What follows belongs to an exercise in optimizing a design on an open flow for small area; a production flow would make more cautious choices. The RTL was checked by simulation tests, not by an equivalence proof against the original design. Power figures rest on the tool's default switching activity, not on a simulated workload.

`design/flow/flow/run.sh`:
```
#!/bin/bash
# Layout flow: the standard synthesis, then its combinational logic mapped
# again for area (registers untouched, see remap.tcl), then the standard
# layout with every port buffered by the smallest buffer cell.
set -euo pipefail
here=$(pwd)
res=$here/orfs/results/$FLOW_PLATFORM/xspi_sopi_controller/base
export BUFFER_PORTS_ARGS="-buffer_cell sky130_fd_sc_hd__buf_1"
yosys_bin=$(command -v yosys || echo "$FLOW_HOME/../tools/install/yosys/bin/yosys")

bash standard.sh synth > log_standard_synth.txt 2>&1

cp "$res/1_2_yosys.v" "$res/1_2_yosys_standard.v"
dont_use=$(sed -n '/^export DONT_USE_CELLS/,/^$/p' "$FLOW_HOME/platforms/$FLOW_PLATFORM/config.mk" | tr -d '\\' | grep -o 'sky130_fd_sc_hd__[a-z0-9_]*' | tr '\n' ' ')
REMAP_IN="$res/1_2_yosys_standard.v" REMAP_OUT="$res/1_2_yosys.v" \
REMAP_LIB="$FLOW_HOME/platforms/$FLOW_PLATFORM/lib/sky130_fd_sc_hd__tt_025C_1v80.lib" \
REMAP_ABC="$here/flow/area.abc" REMAP_TOP="$FLOW_TOP" REMAP_DONT_USE="$dont_use" \
  "$yosys_bin" -c "$here/flow/remap.tcl" > log_remap.txt 2>&1
rm -f "$res/1_synth.odb"

bash standard.sh finish > log_layout.txt 2>&1
```
`design/flow/flow/area.abc`:
```
strash
dch
amap
```
`design/flow/flow/remap.tcl`:
```
# Re-map the combinational logic of the standard synthesis for area.
# Registers (and tie cells) are kept as they are: same instances, names and
# cell types. Only the gates between them are mapped again, with ABC's
# area-oriented mapper. Environment: REMAP_IN, REMAP_OUT, REMAP_LIB,
# REMAP_ABC (ABC script), REMAP_DONT_USE (cell names).
yosys -import
set lib $::env(REMAP_LIB)
read_liberty -ignore_miss_func -overwrite $lib
read_verilog -overwrite $::env(REMAP_IN)
hierarchy -check -top $::env(REMAP_TOP)
blackbox sky130_fd_sc_hd__df* sky130_fd_sc_hd__edf* sky130_fd_sc_hd__sdf* sky130_fd_sc_hd__sedf* sky130_fd_sc_hd__dl* sky130_fd_sc_hd__conb_1
flatten
opt_clean -purge
tee -o remap_before.txt stat -liberty $lib
set du {}
foreach c $::env(REMAP_DONT_USE) { lappend du -dont_use $c }
abc -liberty $lib {*}$du -script $::env(REMAP_ABC)
opt_clean -purge
# cell interfaces for the checks below
read_liberty -lib -overwrite -ignore_miss_func $lib
hilomap -singleton -hicell sky130_fd_sc_hd__conb_1 HI -locell sky130_fd_sc_hd__conb_1 LO
insbuf -buf sky130_fd_sc_hd__buf_4 A X
opt_clean -purge
# give every internal net a plain generated name (write_verilog names the
# hidden ones _N_); ports keep theirs
yosys rename -hide w:* i:* %d o:* %d
check -assert -mapped
tee -o remap_after.txt stat -liberty $lib
write_verilog -noattr -nohex -nodec $::env(REMAP_OUT)
```
`design/flow/standard.sh`:
```
#!/bin/bash
# synth_recipe.tcl (not shown) runs the flow's synth.tcl, then flattens the netlist and writes it again
# the make line also repeats each setting of config.mk as NAME=value (left out here)
make -C /OpenROAD-flow-scripts/flow DESIGN_CONFIG=/design/flow/config.mk WORK_HOME=/design/flow/orfs CLKGATE_MAP_FILE= SYNTH_SCRIPT=/design/flow/synth_recipe.tcl "${@:-finish}"
```
`design/flow/config.mk`:
```
export PLATFORM = sky130hd
export DESIGN_NAME = xspi_sopi_controller
export DESIGN_NICKNAME = xspi_sopi_controller
export VERILOG_FILES = /design/flow/design.v
export SDC_FILE = /design/flow/constraint.sdc
export NUM_CORES = 4
export LEC_CHECK = 0
export CAP_MARGIN = 20
export CORE_MARGIN = 2
export CORE_UTILIZATION = 40
export CTS_BUF_LIST = sky130_fd_sc_hd__clkbuf_8
export PLACE_DENSITY = 0.6
export SLEW_MARGIN = 20
```
`design/flow/constraint.sdc`:
```
create_clock -name core_clock -period 5.0 [get_ports {clk}]
set_input_delay 1.0000 -clock core_clock [delete_from_list [all_inputs] [get_ports {clk}]]
set_output_delay 1.0000 -clock core_clock [all_outputs]
set_load 0.01 [all_outputs]
```
`design/flow/design.v`:
```
module xspi_sopi_controller (
    input  wire        clk,
    input  wire        rst_n,
    output wire        cs_n,
    output wire        sck,
    output wire [7:0]  io_out,
    input  wire [7:0]  io_in,
    output wire        io_oe,
    input  wire        start,
    input  wire [7:0]  command_in,
    input  wire [47:0] address_in,
    input  wire [63:0] wr_data_in,
    output wire [63:0] rd_data,
    output reg         done,
    output wire        crc_ca_match,
    output wire        crc_data_match,
    output wire        crc_ca_error,
    output wire        crc_data_error,
    input  wire        crc_ca_error_slave,
    input  wire        crc_data_error_slave
);
    reg [4:0]  cnt;       
    reg [1:0]  rc;        
    reg [55:0] ca;        
    reg [63:0] dat;       
    reg [7:0]  crc;
    reg        ca_err;
    reg        ph;        
    wire idle = (cnt == 5'd0);
    wire [7:0] ctop = ca[55:48];
    wire rd = ph ? (ctop == 8'h00) : (ctop == 8'hFF);
    wire wr = ph ? (ctop == 8'h5A) : (ctop == 8'hA5);
    wire c9  = (cnt == 5'd9);
    wire c10 = (cnt == 5'd10);
    wire c25 = (cnt == 5'd25);
    wire sh_ca = (cnt >= 5'd2) && (cnt <= 5'd8);
    wire d_tx  = !rd && (cnt >= 5'd10) && (cnt <= 5'd17);
    wire d_rx  = rd && (cnt >= 5'd16) && (cnt <= 5'd23);
    wire rx    = rd && (c9 || cnt >= 5'd16);
    wire d_sh  = d_tx || d_rx;
    wire ca_hd = !idle && !sh_ca;
    wire d_hd  = !idle && !d_sh;
    wire crc_zero = (crc == 8'h00);
    wire [7:0] top = sh_ca ? ctop : dat[63:56];
    assign io_out = (sh_ca || d_tx) ? (top ^ {8{ph}}) : crc;
    wire [7:0] x = rx ? io_in : io_out;
    wire [7:0] d_in = x ^ {8{cnt[0]}};
    wire crc_hold = (cnt == 5'd8) || (cnt == 5'd17 && !rd) || (cnt == 5'd23);
    wire [7:0] s0 = crc ^ x;
    wire [7:0] s1 = s0[7] ? ((s0 << 1) ^ 8'h07) : (s0 << 1);
    wire [7:0] s2 = s1[7] ? ((s1 << 1) ^ 8'h07) : (s1 << 1);
    wire [7:0] s3 = s2[7] ? ((s2 << 1) ^ 8'h07) : (s2 << 1);
    wire [7:0] s4 = s3[7] ? ((s3 << 1) ^ 8'h07) : (s3 << 1);
    wire [7:0] s5 = s4[7] ? ((s4 << 1) ^ 8'h07) : (s4 << 1);
    wire [7:0] s6 = s5[7] ? ((s5 << 1) ^ 8'h07) : (s5 << 1);
    wire [7:0] s7 = s6[7] ? ((s6 << 1) ^ 8'h07) : (s6 << 1);
    wire [7:0] s8 = s7[7] ? ((s7 << 1) ^ 8'h07) : (s7 << 1);
    wire fin = c25 || (cnt == 5'd18 && !rd) || (c9 && !rd && !wr);
    assign crc_data_match = c25 && crc_zero;
    assign crc_data_error = c25 && !crc_zero;
    assign crc_ca_match   = rd && c10 && crc_zero;
    assign crc_ca_error   = rd && (c10 ? !crc_zero : (ca_err && (cnt > 5'd10 || done)));
    wire err = crc_ca_error_slave || crc_data_error_slave || crc_data_error;
    wire again = err && (rc != 2'd3);
    assign cs_n  = (cnt <= 5'd1);
    assign io_oe = (cnt >= 5'd2) && (cnt <= 5'd9 || !rd);
    assign sck   = 1'b0;
    assign rd_data = dat;
    always @(posedge clk or negedge rst_n) begin
        if (!rst_n) begin
            cnt  <= 5'd0;
            done <= 1'b0;
            crc  <= 8'h00;
        end else begin
            if (!crc_hold)
                crc <= s8;
            done <= fin && !err;
            if (idle)
                cnt <= start ? 5'd1 : 5'd0;
            else if (fin)
                cnt <= again ? 5'd1 : 5'd0;
            else
                cnt <= cnt + 5'd1;
        end
    end
    always @(posedge clk) begin
        if (idle)
            rc <= 2'd0;
        else if (fin && err)
            rc <= rc + 2'd1;
        ph  <= idle || !ph;
        ca  <= ~(({56{idle}} & {command_in, address_in}) |
                 ({56{sh_ca}} & {ca[47:0], ca[55:48]}) |
                 ({56{ca_hd}} & ca));
        dat <= ~(({64{idle}} & wr_data_in) |
                 ({64{d_sh}} & {dat[55:0], d_in}) |
                 ({64{d_hd}} & dat));
        if (c10)
            ca_err <= !crc_zero;
    end
endmodule
```
==> flow_metrics.env, run 1 <==
export IMPL_status="no timing/DRC/antenna violations"
export IMPL_area_growth_pct=18.60
export IMPL_gr_total_overflow=0
export IMPL_cp_required_ns=4.00
export IMPL_synth_warnings=1
export IMPL_drc=0
export IMPL_worst_pin_slew_ns=1.104
export IMPL_fp_coreArea_mm2=0.01388
export IMPL_period_share_pct=90.13
export IMPL_p_sw_mw=3.010
export IMPL_rsz0062_at_grt="no"
export IMPL_p_per_area_mw_per_mm2=996.7
export IMPL_drt_iter0_drc=808
export IMPL_grt_pass1_vias=5055
export IMPL_skew_ns=0.01546
export IMPL_fin_util_pct=48.75
export IMPL_avgSynthCellArea_um2=10.26
export IMPL_maxSlewHeadroom_pct=25.64
export IMPL_end_kind="output port"
export IMPL_final_nets=862
export IMPL_drive_gt1_share_pct=5.938
export IMPL_clkPwrFrac_pct=14.6
export IMPL_dpl_hpwl_um=12500
export IMPL_port_buffers=211
export IMPL_r2r_slack_ns=0.77
export IMPL_insertedDiodeCount=0
export IMPL_clock_latency_ns=0.45
export IMPL_cts_tree="done"
export IMPL_p_int_mw=3.734
export IMPL_synth_area_mm2=0.005705
export IMPL_slowest_stage="dfrtp_1"
export IMPL_htree_levels=4
export IMPL_max_stage_delay_ns=0.41
export IMPL_reg2reg_depth=14
export IMPL_io_pin_count=213
export IMPL_routedWlPerCell_um=18.79
export IMPL_pwr_share_comb_pct=51.9
export IMPL_die_area_mm2=0.01524
export IMPL_start_kind="flop"
export IMPL_setup_viol=0
export IMPL_grt_pass1_wl_um=25530
export IMPL_cts_buffer_depth=2
export IMPL_r2r_start="cnt[1]"
export IMPL_cap_violations=0
export IMPL_synthCells=556
export IMPL_rows=43
export IMPL_dieHeight_um=123.4
export IMPL_antenna_found_initial=0
export IMPL_r2r_end="crc[7]"
export IMPL_arrival_ns=3.51
export IMPL_period_needed_ns=4.506
export IMPL_fin_tns_setup_ns=0
export IMPL_crit_path_frequent_cell="nor2_1"
export IMPL_routed_wirelength_um=17310
export IMPL_clk_pin_slew_ns=0.07
export IMPL_drv_slew=0
export IMPL_hold_viol=0
export IMPL_vias_per_cell=6.087
export IMPL_clkSinkCount=138
export IMPL_vias=5606
export IMPL_switching_share_pct=44.63
export IMPL_hp_class="flop to flop"
export IMPL_cts_buffers=17
export IMPL_syn_nets=689
export IMPL_grt_max_degree=72
export IMPL_max_freq_mhz=221.9
export IMPL_path_max_fanout=59
export IMPL_start_util_pct=41.10
export IMPL_worst_setup_path_type="flop to output port"
export IMPL_firstDrtPassIters=10
export IMPL_place_congestion=0.8629
export IMPL_peakVddDrop_v=0.0003900
export IMPL_cp_cell_sequence="nor2_1, nand4_1, o21ai_4, buf_6, clkinvlp_4, o21ai_0, nor2_1, a21oi_1, nor2b_1, o21bai_1, buf_1"
export IMPL_p_seq_share_pct=33.6
export IMPL_cts_hold_buffers=0
export IMPL_startpoint="cnt[1]"
export IMPL_track_usage_pct=21.99
export IMPL_postRouteAntennaNets=0
export IMPL_p_total_mw=6.744
export IMPL_p_leak_nw=2.336
export IMPL_crit_path_end="io_out[2]"
export IMPL_cts_root_buf="clkbuf_8"
export IMPL_die_x_um=123.4
## timing repair
item	CTS	global route
setup endpoints to repair	0	7
buffers inserted	0	0
gates resized for setup	0	3
## cell type report
type	instances	area (µm²)
inverter	43	166.4
multi-input combinational	311	2250
clock buffer	19	261.5
fill	1405	7114
tap	180	225.2
sequential	138	2843
timing repair buffer	218	848.3
clock inverter	12	172.7
## layout by cell type (no fill, tap or decap), types with 3 or more instances in the layout
master       n
a222oi_1   117
o21ai_0     20
dfxtp_1    123
or2_0        4
nand3_1      3
a211oi_1     6
a22oi_1      3
nor2_1      39
dfrtp_1     14
nor3_1       6
bufinv_16    4
buf_1      211
clkbuf_8    19
a31oi_1      3
nand2_1     19
clkinv_1    40
nor4_1       4
clkinv_2     4
buf_4        6
nand4_1      3
o22ai_1     21
a21oi_1     30
nor2b_1      4
a22o_1       4
a221oi_1     5
## per-layer routing
metal | global-route usage (%) | share of wire [%] | vias to the layer above | wire length (µm)
li1 | - | - | 2626 | -
met1 | 27.02 | 42 | 2665 | 7239
met2 | 35.99 | 48 | 293 | 8248
met3 | 7.795 | 9.1 | 22 | 1578
met4 | 7.031 | 1.4 | 0 | 240
met5 | 0 | 0 | - | 0
## registers in the layout, summed over array words and instances, names as in the netlist
name and flops:
done 1, cnt 5, dat 64, ph 1
crc 8, ca_err 1, rc 2, ca 56
## how the worst min path moves through the flow
stage | from | end | slack, ns | cells after the start
after global routing | ca[2] | ca[2] | 0.47 | 1
after global placement | ca[17] | ca[17] | 0.44 | 1
after CTS | ca[4] | ca[4] | 0.45 | 1
final | ca[4] | ca[4] | 0.45 | 1
after detailed placement | ca[4] | ca[4] | 0.44 | 1
after floorplan | ca[4] | ca[4] | 0.42 | 1
## critical path: cells and delay by family (launching register included)
family / cells / cell delay [ns]
simple gates: 4 / 0.93
buf+inv: 3 / 0.93
compound gates: 4 / 0.79
flops: 1 / 0.41
## power groups by stage
stage                     logic (mW)  registers, mW  clock network, mW
after floorplan                 2.87           2.10                  0
after global placement          3.41           2.25                  0
after global routing            3.92           2.33               1.06
after detailed placement        3.48           2.28                  0
final                           3.50           2.26              0.984
after CTS                       3.49           2.25               1.01
## stage by stage
step                      hold slack [ns]  instance area (µm²)  cells  setup WS [ns]
after floorplan                    0.4233                 5713    556         0.5127
final                              0.4484                 6766    921         0.4936
after global routing               0.4748                 6766    921        0.07890
after global placement             0.4372                 6322    890         0.6097
after detailed placement           0.4399                 6322    890         0.5888
after CTS                          0.4537                 6756    921         0.2099
==> run 2: changes to the inputs <==
--- a/design/flow/flow/run.sh
+++ b/design/flow/flow/run.sh
@@ -7,4 +7,7 @@
 res=$here/orfs/results/$FLOW_PLATFORM/xspi_sopi_controller/base
 export BUFFER_PORTS_ARGS="-buffer_cell sky130_fd_sc_hd__buf_1"
+export PRE_FLOORPLAN_TCL="$here/flow/fanout.tcl"
+export POST_GLOBAL_PLACE_TCL="$here/flow/fanout_placed.tcl"
+export CTS_ARGS="-sink_clustering_enable -repair_clock_nets -dont_use_dummy_load -buf_list sky130_fd_sc_hd__clkbuf_4"
 yosys_bin=$(command -v yosys || echo "$FLOW_HOME/../tools/install/yosys/bin/yosys")
 
==> design/flow/flow/fanout.tcl (new file) <==
# Split high-fanout signal nets: loads are grouped by position and each group
# of at most fanout_group loads is driven through its own buf_1. Runs before
# global placement (cells already have the rough positions of the first
# placement); global placement then places the new buffers.
set fanout_group 16
# before placement (floorplan) the groups follow netlist order
set placed [expr {[info exists ::env(FANOUT_PLACED)] && $::env(FANOUT_PLACED)}]
set block [ord::get_db_block]
set buf_master [[ord::get_db] findMaster sky130_fd_sc_hd__buf_1]
set nbuf 0
foreach net [$block getNets] {
  if {[$net getSigType] ne "SIGNAL"} { continue }
  if {[llength [$net getBTerms]] > 0} { continue }
  set loads {}
  set is_clock 0
  foreach it [$net getITerms] {
    if {[$it isInputSignal]} {
      if {[[$it getMTerm] getSigType] eq "CLOCK" || [[$it getMTerm] getName] eq "CLK"} { set is_clock 1 }
      lappend loads $it
    }
  }
  if {$is_clock || [llength $loads] <= $fanout_group} { continue }
  # order loads along a serpentine over rows of the die, then cut into groups
  set keyed {}
  foreach it $loads {
    set loc [[$it getInst] getLocation]
    lappend keyed [list [lindex $loc 0] [lindex $loc 1] $it]
  }
  set keyed [lsort -integer -index 0 $keyed]
  set ngroups [expr {int(ceil(double([llength $keyed]) / $fanout_group))}]
  set per [expr {int(ceil(double([llength $keyed]) / $ngroups))}]
  for {set g 0} {$g < $ngroups} {incr g} {
    set grp [lrange $keyed [expr {$g * $per}] [expr {($g + 1) * $per - 1}]]
    if {[llength $grp] == 0} { continue }
    set sx 0; set sy 0
    foreach k $grp { incr sx [lindex $k 0]; incr sy [lindex $k 1] }
    set name "fob_${nbuf}"
    set newnet [odb::dbNet_create $block "${name}_net"]
    set inst [odb::dbInst_create $block $buf_master $name]
    [$inst findITerm A] connect $net
    [$inst findITerm X] connect $newnet
    foreach k $grp {
      set it [lindex $k 2]
      $it disconnect
      $it connect $newnet
    }
    if {$placed} {
      $inst setLocation [expr {$sx / [llength $grp]}] [expr {$sy / [llength $grp]}]
      $inst setPlacementStatus PLACED
    }
    incr nbuf
  }
}
puts "fanout: inserted $nbuf buffers"
==> design/flow/flow/fanout_placed.tcl (new file) <==
set ::env(FANOUT_PLACED) 1
source [file join [file dirname [info script]] fanout.tcl]
==> flow_metrics.env, run 2 <==
export IMPL_insertedDiodeCount=0
export IMPL_path_max_fanout=16
export IMPL_vias=5670
export IMPL_syn_nets=715
export IMPL_grt_pass1_wl_um=29070
export IMPL_cp_required_ns=4.00
export IMPL_p_per_area_mw_per_mm2=969.3
export IMPL_final_cells=937
export IMPL_fin_tns_setup_ns=0
export IMPL_top_register="dat"
export IMPL_cp_cell_sequence="clkinv_1, nand4_1, o21ai_4, buf_4, buf_1, a22o_1, a21oi_1, clkinv_1, o22ai_1, buf_1"
export IMPL_drc=0
export IMPL_hp_class="flop to flop"
export IMPL_start_util_pct=40.39
export IMPL_whs_ns=0.4471
export IMPL_die_x_um=124.4
export IMPL_arrival_ns=3.58
export IMPL_final_cell_mix="239 x buf_1, 123 x dfxtp_1, 117 x a222oi_1"
export IMPL_track_usage_pct=23.66
export IMPL_synthCells=582
export IMPL_r2r_slack_ns=0.87
export IMPL_post_place_cells=920
export IMPL_cts_root_buf="clkbuf_4"
export IMPL_synth_warnings=1
export IMPL_post_cts_buffers=0
export IMPL_port_buffers=211
export IMPL_cts_buffer_depth=2
export IMPL_drv_slew=0
export IMPL_synth_area_mm2=0.005803
export IMPL_worst_setup_path_type="flop to output port"
export IMPL_cts_resized=0
export IMPL_clkSinkCount=138
export IMPL_area_growth_pct=12.85
export IMPL_slowest_stage="dfrtp_1"
export IMPL_cts_buffers=17
export IMPL_io_pin_count=213
export IMPL_p_leak_nw=2.211
export IMPL_crit_family="buffers and inverters"
export IMPL_clock_latency_ns=0.54
export IMPL_cp_buffers_inverters=5
export IMPL_final_nets=888
export IMPL_post_place_ws_ns=0.8182
export IMPL_grt_pass1_vias=5469
export IMPL_hold_viol=0
export IMPL_grt_max_degree=17
export IMPL_setup_viol=0
export IMPL_max_freq_mhz=218.4
export IMPL_cap_violations=0
export IMPL_antenna_found_initial=0
export IMPL_drive_gt1_share_pct=3.586
export IMPL_skew_ns=0.03825
export IMPL_period_needed_ns=4.579
export IMPL_routed_wirelength_um=18600
export IMPL_peakVddDrop_v=0.0003645
export IMPL_maxSlewHeadroom_pct=35.88
export IMPL_drt_iter0_drc=973
export IMPL_htree_levels=4
export IMPL_worst_slack_ns=0.4212
export IMPL_gr_total_overflow=0
export IMPL_period_share_pct=91.58
export IMPL_vias_per_cell=6.051
export IMPL_routedWlPerCell_um=19.85
export IMPL_postRouteAntennaNets=0
export IMPL_die_area_mm2=0.01549
export IMPL_firstDrtPassIters=6
export IMPL_worst_pin_slew_ns=0.9518
export IMPL_status="no timing/DRC/antenna violations"
export IMPL_rows=44
export IMPL_dpl_hpwl_um=14620
export IMPL_cts_hold_buffers=0
export IMPL_rsz0062_at_grt="no"
export IMPL_cts_tree="done"
export IMPL_final_common_cell="buf_1"
export IMPL_dieHeight_um=124.4
export IMPL_start_kind="flop"
export IMPL_clk_pin_slew_ns=0.11
export IMPL_largestRegisters="dat: 64 flops, ca: 56 flops, crc: 8 flops"
export IMPL_max_stage_delay_ns=0.54
export IMPL_end_kind="output port"
export IMPL_largest_register_ffs=64
export IMPL_avgSynthCellArea_um2=9.971
export IMPL_fp_coreArea_mm2=0.01437
-- run 2: per-stage QoR --
| step | power [mW] | utilization [%] | cell area (µm²) |
|---|---|---|---|
| 2_1_floorplan | 5.010 | - | 5803 |
| 3_3_place_gp | 5.644 | 43.94 | 6314 |
| 3_5_place_dp | 5.864 | 44.67 | 6419 |
| 4_1_cts | 6.356 | 45.56 | 6546 |
| 5_1_grt | 6.897 | 45.58 | 6549 |
| 6_report | 6.348 | 45.58 | 6549 |
-- run 2: path summary, 6_finish.rpt --
check                        from         to  depth (start not counted)
max                        cnt[0]  io_out[0]                         10
min                        ca[42]     ca[50]                          1
max reg2reg                cnt[0]     crc[2]                         16
min reg2reg                ca[42]     ca[50]                          1
max in group asynchronous   rst_n     crc[5]                          1
min in group asynchronous   rst_n     crc[1]                          1
-- run 2: layer usage --
layer,GRT usage (%),vias to the layer above,share of wire (%)
li1,-,2669,-
met2,39.57,285,48
met5,0,-,0
met4,10.91,0,3.2
met3,5.541,31,7.4
met1,28.87,2685,41
-- run 2: area by class of cell --
class / instances / area [µm²]
fill: 1428 / 7820
sequential: 138 / 2843
multi-input combinational: 311 / 2250
timing repair buffer: 216 / 829.5
tap: 184 / 230.2
inverter: 43 / 163.9
clock buffer: 17 / 127.6
buffer: 28 / 105.1
-- run 2: where the power goes --
group / switching [mW] / total (mW) / internal (mW)
logic: 2.14 / 3.56 / 1.42
clock network: 0.337 / 0.492 / 0.155
registers: 0.527 / 2.30 / 1.77
total: 3.00 / 6.35 / 3.35

static timing again, ports no longer ideal:
How much do the figures lean on ideal ports? The routed layouts below were timed once more, with nothing changed but the port constraints. Step 1: set_driving_cell puts a clkbuf_16 on clk and a buf_2 on each other input, an assumption about the parent block. Step 2 also shifts input and output timing later by t, the mid clock arrival at the registers, as if the neighbouring blocks saw the same clock. Three values: ideal ports, drivers, drivers and shift; two values: the first two.
run | t, ns | setup WS [ns] | worst setup path at the end | worst slew at a driven data input, ns
run 1 | 0.476 | 0.494 / 0.456 / 0.770 | register to register | 0.06
run 2 | 0.560 | 0.421 / 0.387 / 0.874 | register to register | 0.06
After both steps setup and hold are still met in every run listed.
